Background: an optimization exercise with open tools, aiming at small area. Do not read the settings as production practice. The RTL was checked by simulation tests, not by an equivalence proof against the original design. No activity file was given, so power comes from the tool's default toggle rates.

==> run R: inputs <==
## top_module_d11
module top_module_d11(
    i_clk,
    i_reset,
    i_start,
    i_load,
    i_enc_dec,
    i_pt1,
    i_pt2,
    i_key1,
    i_key2,
    i_r,
    o_ct1,
    o_ct2,
    o_done
);
input  i_start;
input  i_clk;
input  i_reset;
input  i_enc_dec;
input  i_load;
input  [191 : 0] i_r;
input  [63 : 0] i_pt1;
input  [63 : 0] i_pt2;
input  [127 : 0] i_key1;
input  [127 : 0] i_key2;
output wire [63 : 0] o_ct1;
output wire [63 : 0] o_ct2;
output wire o_done;
localparam [2:0] P_IDLE = 3'd0, P_W0 = 3'd1, P_SP = 3'd2, P_MX = 3'd3,
                 P_SRF = 3'd4, P_SRB = 3'd5, P_BP = 3'd7;
reg [2:0] phase;
reg       hi;      
reg [2:0] rm;      
reg [3:0] c16;     
reg       half;    
reg       dec;
reg       done_reg;
reg [3:0] s1 [0:14];    
reg [3:0] s2 [0:14];    
reg [3:0] ka1 [0:15];   
reg [3:0] ka2 [0:15];
reg [3:0] kb1 [0:15];   
reg [3:0] kb2 [0:15];
reg [7:0] p1, p2, p3, p4;   
wire idle  = (phase == P_IDLE);
wire ld    = idle & i_load;
reg  busy;              
wire sh    = ~(i_load & ~busy);
wire st_sp = (phase == P_SP);
wire st_bp = (phase == P_BP);
wire st_mx = (phase == P_MX);
wire st_sr = (phase == P_SRF) | (phase == P_SRB);
wire last  = (c16 == 4'd15);
reg sr_big;
always @(*) begin
    case (c16)
        4'd1, 4'd2, 4'd3: sr_big = 1'b1;
        4'd6:             sr_big = 1'b1;
        4'd7, 4'd11:      sr_big = (phase == P_SRF);
        4'd5, 4'd9:       sr_big = (phase == P_SRB);
        default:          sr_big = 1'b0;
    endcase
end
wire mx_h   = st_mx & (c16[2:0] == 3'd0);
wire mx_big = st_mx & (c16[2:0] != 3'd0) & (c16[2:0] <= 3'd4);
wire mh_off = half ^ c16[3];
  ...
clock: 6.0 ns
lec_check: 0
abc_area: 1
cap_margin: 20
core_margin: 2
core_utilization: 40
cts_buf_list: sky130_fd_sc_hd__clkbuf_2 sky130_fd_sc_hd__clkbuf_4
cts_cluster_diameter: 45
cts_cluster_size: 10
setup_slack_margin: 0.1
slew_margin: 20
standard.sh (not shown) runs the stock make flow with config.mk's settings and CLKGATE_MAP_FILE= SYNTH_SCRIPT=/design/flow/synth_recipe.tcl, a recipe that flattens the netlist after the stock synthesis.
==> flow/flow/run.sh <==
#!/bin/bash
set -euo pipefail
export BUFFER_PORTS_ARGS="-buffer_cell sky130_fd_sc_hd__buf_1"
bash standard.sh > standard.log 2>&1
==> run X: changes against run R <==
--- a/flow/design.v
+++ b/flow/design.v
@@ -1183,27 +1183,26 @@
 localparam [2:0] P_IDLE = 3'd0, P_W0 = 3'd1, P_SP = 3'd2, P_MX = 3'd3,
                  P_SRF = 3'd4, P_SRB = 3'd5, P_BP = 3'd7;
 reg [2:0] phase;
 reg       hi;      
 reg [2:0] rm;      
 reg [3:0] c16;     
 reg       half;    
 reg       dec;
-reg       done_reg;
 reg [3:0] s1 [0:14];    
 reg [3:0] s2 [0:14];    
 reg [3:0] ka1 [0:15];   
 reg [3:0] ka2 [0:15];
 reg [3:0] kb1 [0:15];   
 reg [3:0] kb2 [0:15];
 reg [7:0] p1, p2, p3, p4;   
 wire idle  = (phase == P_IDLE);
-wire ld    = idle & i_load;
 reg  busy;              
+wire ld    = idle & i_load & ~busy;
 wire sh    = ~(i_load & ~busy);
 wire st_sp = (phase == P_SP);
 wire st_bp = (phase == P_BP);
 wire st_mx = (phase == P_MX);
 wire st_sr = (phase == P_SRF) | (phase == P_SRB);
 wire last  = (c16 == 4'd15);
 reg sr_big;
 always @(*) begin
@@ -1451,47 +1450,42 @@
         c16 <= 4'd0;
         dec <= i_enc_dec;
     end else
         c16 <= c16 + 4'd1;
 end
 always @(posedge i_clk or posedge i_reset) begin
     if (i_reset) begin
         phase <= P_IDLE;
-        done_reg <= 1'b0;
     end else begin
-        done_reg <= 1'b0;
         case (phase)
-            P_IDLE: if (!i_load && i_start) phase <= P_W0;
+            P_IDLE: if (!i_load && i_start && !busy) phase <= P_W0;
             P_W0:   if (last) phase <= P_SP;
             P_SP:   if (last) phase <= hi_rnd ? P_BP : P_MX;
             P_MX:   if (last && half) begin
                         if (!hi && !r_mid) phase <= P_SRF;
                         else phase <= P_SP;
                     end
             P_SRF:  if (last) phase <= P_SP;
             P_SRB:  if (last) phase <= P_MX;
             P_BP:   if (last) begin
-                        if (r_last) begin
-                            phase <= P_IDLE;
-                            done_reg <= 1'b1;
-                        end else
-                            phase <= P_SRB;
+                        if (r_last) phase <= P_IDLE;
+                        else phase <= P_SRB;
                     end
             default: phase <= P_IDLE;
         endcase
     end
 end
 always @(posedge i_clk or posedge i_reset) begin
     if (i_reset)
         busy <= 1'b0;
     else if (!busy)
         busy <= i_start & ~i_load;
     else
-        busy <= ~(st_bp & last & r_last);
+        busy <= ~idle;
 end
 always @(posedge i_clk) begin
     if (idle) begin
         half <= 1'b0;
         hi <= 1'b0;
         rm <= 3'd0;
     end else begin
         if (st_mx & last)
@@ -1508,10 +1502,10 @@
 generate
 for (g = 0; g < 15; g = g + 1) begin : OUT
     assign o_ct1[63 - 4*g -: 4] = s1[g];
     assign o_ct2[63 - 4*g -: 4] = s2[g];
 end
 endgenerate
 assign o_ct1[3:0] = c1;
 assign o_ct2[3:0] = c2;
-assign o_done = done_reg;
+assign o_done = idle & busy;    
 endmodule
==> flow/config.mk (replaced) <==
export PLATFORM = sky130hd
export DESIGN_NAME = top_module_d11
export DESIGN_NICKNAME = top_module_d11
export VERILOG_FILES = /design/flow/design.v
export SDC_FILE = /design/flow/constraint.sdc
export NUM_CORES = 4
export LEC_CHECK = 0
export ABC_AREA = 1
export CAP_MARGIN = 20
export CORE_MARGIN = 2
export CORE_UTILIZATION = 45
export CTS_BUF_LIST = sky130_fd_sc_hd__clkbuf_4
export CTS_CLUSTER_DIAMETER = 45
export CTS_CLUSTER_SIZE = 10
export SETUP_SLACK_MARGIN = 0.1
export SLEW_MARGIN = 20
==> notes.md <==
metric	run X	run R
Outcome	aborted with a tool error	complete, no violations
Last stage reached	I/O pin placement (3_2_place_iop)	-
Post-synthesis share of cell area spent on xor and xnor gates	0.0657	0.0646
Die width	193 um	205 um
Fraction of synthesized cell area taken by the top area cell type	0.527	0.522
Adder-cell share of the synthesized area	0.0145	0.0144
Net count after synthesis	2400	2413
Share of synthesized cell area in and, or, nand and nor gates	0.109	0.115
Number of register bits inferred by synthesis	426	427
Chip height	193 um	205 um
Number of instances in the synthesized netlist	1801	1814
Sequential area share after synthesis	0.535	0.532
Synth Area per Inst	8.88 um^2	8.90 um^2
# rows	69	73
Proportion of register bits with asynchronous set or reset after synthesis	0.00939	0.0117

========
==> v18: inputs <==
Another version of the RTL of top_module_d11 (not shown whole).
make LEC_CHECK=0 CAP_MARGIN=20 CORE_MARGIN=2 CORE_UTILIZATION=40 SETUP_SLACK_MARGIN=0.1 SLEW_MARGIN=20 finish   # period 6.0 ns
run.sh (not shown) runs the stock make flow with config.mk's settings and CLKGATE_MAP_FILE= SYNTH_SCRIPT=/design/flow/synth_recipe.tcl, a recipe that flattens the netlist after the stock synthesis.
Stock flow here: none of the scripts above is used.
==> v24 (differences from v18) <==
--- a/flow/design.v
+++ b/flow/design.v
@@ -1194,12 +1194,14 @@
 reg [3:0] ka1 [0:15];   
 reg [3:0] ka2 [0:15];
 reg [3:0] kb1 [0:16];   
 reg [3:0] kb2 [0:16];
 wire idle  = (phase == P_IDLE);
 wire ld    = idle & i_load;
+reg  busy;              
+wire sh    = ~(i_load & ~busy);
 wire st_sp = (phase == P_SP);
 wire st_bp = (phase == P_BP);
 wire st_mx = (phase == P_MX);
 wire st_sr = (phase == P_SRF) | (phase == P_SRB);
 reg sr_big;
 always @(*) begin
@@ -1221,25 +1223,114 @@
 wire w_en   = ((rnd == 4'd0) & st_sp) | ((rnd == 4'd11) & st_bp);
 wire use_kp = dec ^ (rnd == 4'd11);
 wire align  = (c17 == 5'd16);
 wire align16 = (c16 == 4'd15);
 wire [2:0] rc_m = hi_rnd ? (4'd11 - rnd) : rnd[2:0];
 wire       rc_flip = hi_rnd ^ dec;
-reg  [63:0] rc_row;
+reg [3:0] rc_tab;
 always @(*) begin
-    case (rc_m)
-        3'd1: rc_row = 64'h13198a2e03707344;
-        3'd2: rc_row = 64'ha4093822299f31d0;
-        3'd3: rc_row = 64'h082efa98ec4e6c89;
-        3'd4: rc_row = 64'h452821e638d01377;
-        3'd5: rc_row = 64'hbe5466cf34e90c6c;
-        default: rc_row = 64'h0;
+    case ({rc_m, c17[3:0]})
+        7'd16: rc_tab = 4'h1;
+        7'd17: rc_tab = 4'h3;
+        7'd18: rc_tab = 4'h1;
+        7'd19: rc_tab = 4'h9;
+        7'd20: rc_tab = 4'h8;
+        7'd21: rc_tab = 4'ha;
+        7'd22: rc_tab = 4'h2;
+        7'd23: rc_tab = 4'he;
+        7'd25: rc_tab = 4'h3;
+        7'd26: rc_tab = 4'h7;
+        7'd28: rc_tab = 4'h7;
+        7'd29: rc_tab = 4'h3;
+        7'd30: rc_tab = 4'h4;
+        7'd31: rc_tab = 4'h4;
+        7'd32: rc_tab = 4'ha;
+        7'd33: rc_tab = 4'h4;
+        7'd35: rc_tab = 4'h9;
+        7'd36: rc_tab = 4'h3;
+        7'd37: rc_tab = 4'h8;
+        7'd38: rc_tab = 4'h2;
+        7'd39: rc_tab = 4'h2;
+        7'd40: rc_tab = 4'h2;
+        7'd41: rc_tab = 4'h9;
+        7'd42: rc_tab = 4'h9;
+        7'd43: rc_tab = 4'hf;
+        7'd44: rc_tab = 4'h3;
+        7'd45: rc_tab = 4'h1;
+        7'd46: rc_tab = 4'hd;
+        7'd49: rc_tab = 4'h8;
+        7'd50: rc_tab = 4'h2;
+        7'd51: rc_tab = 4'he;
+        7'd52: rc_tab = 4'hf;
+        7'd53: rc_tab = 4'ha;
+        7'd54: rc_tab = 4'h9;
+        7'd55: rc_tab = 4'h8;
+        7'd56: rc_tab = 4'he;
+        7'd57: rc_tab = 4'hc;
+        7'd58: rc_tab = 4'h4;
+        7'd59: rc_tab = 4'he;
+        7'd60: rc_tab = 4'h6;
+        7'd61: rc_tab = 4'hc;
+        7'd62: rc_tab = 4'h8;
+        7'd63: rc_tab = 4'h9;
+        7'd64: rc_tab = 4'h4;
+        7'd65: rc_tab = 4'h5;
+        7'd66: rc_tab = 4'h2;
+        7'd67: rc_tab = 4'h8;
+        7'd68: rc_tab = 4'h2;
+        7'd69: rc_tab = 4'h1;
+        7'd70: rc_tab = 4'he;
+        7'd71: rc_tab = 4'h6;
+        7'd72: rc_tab = 4'h3;
+        7'd73: rc_tab = 4'h8;
+        7'd74: rc_tab = 4'hd;
+        7'd76: rc_tab = 4'h1;
+        7'd77: rc_tab = 4'h3;
+        7'd78: rc_tab = 4'h7;
+        7'd79: rc_tab = 4'h7;
+        7'd80: rc_tab = 4'hb;
+        7'd81: rc_tab = 4'he;
+        7'd82: rc_tab = 4'h5;
+        7'd83: rc_tab = 4'h4;
+        7'd84: rc_tab = 4'h6;
+        7'd85: rc_tab = 4'h6;
+        7'd86: rc_tab = 4'hc;
+        7'd87: rc_tab = 4'hf;
+        7'd88: rc_tab = 4'h3;
+        7'd89: rc_tab = 4'h4;
+        7'd90: rc_tab = 4'he;
+        7'd91: rc_tab = 4'h9;
+        7'd93: rc_tab = 4'hc;
+        7'd94: rc_tab = 4'h6;
+        7'd95: rc_tab = 4'hc;
+        default: rc_tab = 4'h0;
     endcase
 end
-wire [63:0] rc_full = rc_row ^ (rc_flip ? 64'hc0ac29b7c97c50dd : 64'h0);
-wire [3:0]  rc_nib  = rc_full[63 - 4*c17[3:0] -: 4];
+reg [3:0] rc_alpha;
+always @(*) begin
+    case (c17[3:0])
+        4'd0: rc_alpha = 4'hc;
+        4'd1: rc_alpha = 4'h0;
+        4'd2: rc_alpha = 4'ha;
+        4'd3: rc_alpha = 4'hc;
+        4'd4: rc_alpha = 4'h2;
+        4'd5: rc_alpha = 4'h9;
+        4'd6: rc_alpha = 4'hb;
+        4'd7: rc_alpha = 4'h7;
+        4'd8: rc_alpha = 4'hc;
+        4'd9: rc_alpha = 4'h9;
+        4'd10: rc_alpha = 4'h7;
+        4'd11: rc_alpha = 4'hc;
+        4'd12: rc_alpha = 4'h5;
+        4'd13: rc_alpha = 4'h0;
+        4'd14: rc_alpha = 4'hd;
+        4'd15: rc_alpha = 4'hd;
+        default: rc_alpha = 4'h0;
+    endcase
+end
+wire [3:0] rc_nib = rc_tab ^ (rc_flip ? rc_alpha : 4'h0);
 function [3:0] aff;    
     input [3:0] n;
     aff = {n[2], n[3], n[0] ^ n[1] ^ n[2], n[1]};
 endfunction
 wire [3:0] x1 = s1[0];
 wire [3:0] x2 = s2[0];
@@ -1298,52 +1389,52 @@
             mhat[15 - 4*r -: 4] = y;
         end
     end
 endfunction
 wire [15:0] my1 = mhat({s1[0], s1[1], s1[2], s1[3]}, mh_off);
 wire [15:0] my2 = mhat({s2[0], s2[1], s2[2], s2[3]}, mh_off);
+wire [3:0] ld4 = {4{ld}};
+wire [3:0] sh4 = {4{sh}};
+reg  [3:0] n1 [0:15];
+reg  [3:0] n2 [0:15];
 integer q;
-always @(posedge i_clk) begin
+always @(*) begin
     for (q = 0; q < 16; q = q + 1) begin
-        if (ld) begin
-            s1[q] <= i_pt1[63 - 4*q -: 4];
-            s2[q] <= i_pt2[63 - 4*q -: 4];
-        end else if (mx_h && q < 4) begin
-            s1[q] <= my1[15 - 4*((q + 1) & 3) -: 4];
-            s2[q] <= my2[15 - 4*((q + 1) & 3) -: 4];
+        if (mx_h && q < 4) begin
+            n1[q] = my1[15 - 4*((q + 1) & 3) -: 4];
+            n2[q] = my2[15 - 4*((q + 1) & 3) -: 4];
         end else if ((q & 3) != 3) begin
-            s1[q] <= s1[q + 1];
-            s2[q] <= s2[q + 1];
+            n1[q] = s1[q + 1];
+            n2[q] = s2[q + 1];
         end else if (!big) begin
-            s1[q] <= s1[q - 3];
-            s2[q] <= s2[q - 3];
+            n1[q] = s1[q - 3];
+            n2[q] = s2[q - 3];
         end else if (q != 15) begin
-            s1[q] <= s1[q + 1];
-            s2[q] <= s2[q + 1];
+            n1[q] = s1[q + 1];
+            n2[q] = s2[q + 1];
         end else begin
-            s1[q] <= lk1;
-            s2[q] <= lk2;
+            n1[q] = lk1;
+            n2[q] = lk2;
         end
     end
 end
 always @(posedge i_clk) begin
     for (q = 0; q < 16; q = q + 1) begin
-        if (ld) begin
-            ka1[q] <= i_key1[127 - 4*q -: 4];
-            ka2[q] <= i_key2[127 - 4*q -: 4];
-            kb1[q] <= i_key1[63 - 4*q -: 4];
-            kb2[q] <= i_key2[63 - 4*q -: 4];
-        end else begin
-            ka1[q] <= ka1[(q + 1) & 15];
-            ka2[q] <= ka2[(q + 1) & 15];
-            kb1[q] <= kb1[q + 1];
-            kb2[q] <= kb2[q + 1];
-        end
+        s1[q] <= ~((sh4 | i_pt1[63 - 4*q -: 4]) & (ld4 | n1[q]));
+        s2[q] <= ~((sh4 | i_pt2[63 - 4*q -: 4]) & (ld4 | n2[q]));
     end
-    kb1[16] <= kb1[0];
-    kb2[16] <= kb2[0];
+end
+always @(posedge i_clk) begin
+    for (q = 0; q < 16; q = q + 1) begin
+        ka1[q] <= ~((sh4 | i_key1[127 - 4*q -: 4]) & (ld4 | ka1[(q + 1) & 15]));
+        ka2[q] <= ~((sh4 | i_key2[127 - 4*q -: 4]) & (ld4 | ka2[(q + 1) & 15]));
+        kb1[q] <= ~((sh4 | i_key1[63 - 4*q -: 4]) & (ld4 | kb1[q + 1]));
+        kb2[q] <= ~((sh4 | i_key2[63 - 4*q -: 4]) & (ld4 | kb2[q + 1]));
+    end
+    kb1[16] <= ~kb1[0];
+    kb2[16] <= ~kb2[0];
 end
 always @(posedge i_clk) begin
     if (ld) begin
         c16 <= 4'd0;
         c17 <= 5'd0;
         dec <= i_enc_dec;
@@ -1384,12 +1475,20 @@
                         end else
                             phase <= P_SRB;
                     end
         endcase
     end
 end
+always @(posedge i_clk or posedge i_reset) begin
+    if (i_reset)
+        busy <= 1'b0;
+    else if (!busy)
+        busy <= i_start & ~i_load;
+    else
+        busy <= ~(st_bp & (cnt == 5'd15) & (rnd == 4'd11));
+end
 wire phase_end = (st_sp & (cnt == 5'd16)) | (st_mx & (cnt == 5'd31)) |
                  ((st_sr | st_bp) & (cnt == 5'd15)) |
                  ((phase == P_WT) & (cnt[1:0] == 2'd3) & align & (rnd != 4'd11 || align16)) |
                  ((phase == P_W0) & align & align16);
 always @(posedge i_clk) begin
     if (idle) begin
==> flow/flow/run.sh (new file) <==
#!/bin/bash
set -euo pipefail
export BUFFER_PORTS_ARGS="-buffer_cell sky130_fd_sc_hd__buf_1"
bash standard.sh > standard.log 2>&1
==> flow/standard.sh (new file) <==
#!/bin/bash
# synth_recipe.tcl (not shown) runs the flow's synth.tcl, then flattens the netlist and writes it again
# the make line also repeats each setting of config.mk as NAME=value (left out here)
make -C /OpenROAD-flow-scripts/flow DESIGN_CONFIG=/design/flow/config.mk WORK_HOME=/design/flow/orfs CLKGATE_MAP_FILE= SYNTH_SCRIPT=/design/flow/synth_recipe.tcl "${@:-finish}"
==> flow/config.mk (replaced) <==
export PLATFORM = sky130hd
export DESIGN_NAME = top_module_d11
export DESIGN_NICKNAME = top_module_d11
export VERILOG_FILES = /design/flow/design.v
export SDC_FILE = /design/flow/constraint.sdc
export NUM_CORES = 4
export LEC_CHECK = 0
export ABC_AREA = 1
export CAP_MARGIN = 20
export CORE_MARGIN = 2
export CORE_UTILIZATION = 40
export CTS_BUF_LIST = sky130_fd_sc_hd__clkbuf_4
export SETUP_SLACK_MARGIN = 0.1
export SLEW_MARGIN = 20
removed: flow/run.sh
==> reports/results.tsv <==
metric	value	unit
status	timing/DRC/antenna clean	
Clock Skew	0.0306	ns
Seq pwr share	0.332	
#MultiIn Comb	1998	
cell area power density	605	mW/mm^2
fraction of layout cells with a size suffix above 1	0.0470	
That was v18.
==> reports/results.tsv <==
metric	value	unit
area taken by multi-input logic gates	0.00715	sq mm
status	timing/DRC/antenna clean	
#MultiIn Comb	1229	
Seq pwr share	0.433	
fraction of layout cells with a size suffix above 1	0.0977	
CP Class	register to register	
Layout area overhead	22.1	%
Rows	76	
That was v24.

==> afterwards: timing with drivers on the ports <==
The flow's constraints put no driver on any port. The routed layouts listed below were extracted and timed again, unchanged, in two steps. Step 1 sets driving cells, clkbuf_16 on the clock port and buf_2 on the other inputs (assumed; they add their load-dependent delay and slew). Step 2 adds t to the input delays and takes it off the output delays; t is the mean of the earliest and latest rising clock arrival at the registers after step 1. Input paths then give back, and output paths get back, about the clock's delay inside the block. Slacks: ideal ports / drivers / drivers and shift; pairs: ideal ports / drivers.
| run | t (ns) | slack for setup (ns) | worst hold slack (ns) |
|---|---|---|---|
| run R | 0.841 | 1.659 / 1.659 / 1.659 | 0.248 / 0.270 / 0.404 |
| v18 | 0.649 | 0.738 / 0.738 / 0.738 | 0.356 / 0.356 / 0.356 |
| v24 | 0.905 | 2.445 / 2.445 / 2.386 | 0.216 / 0.218 / 0.358 |
After both steps every run listed still meets setup and hold. For v24, which loses most, drivers alone change the setup slack by 0.000 ns; drivers and shift together by -0.059 ns.
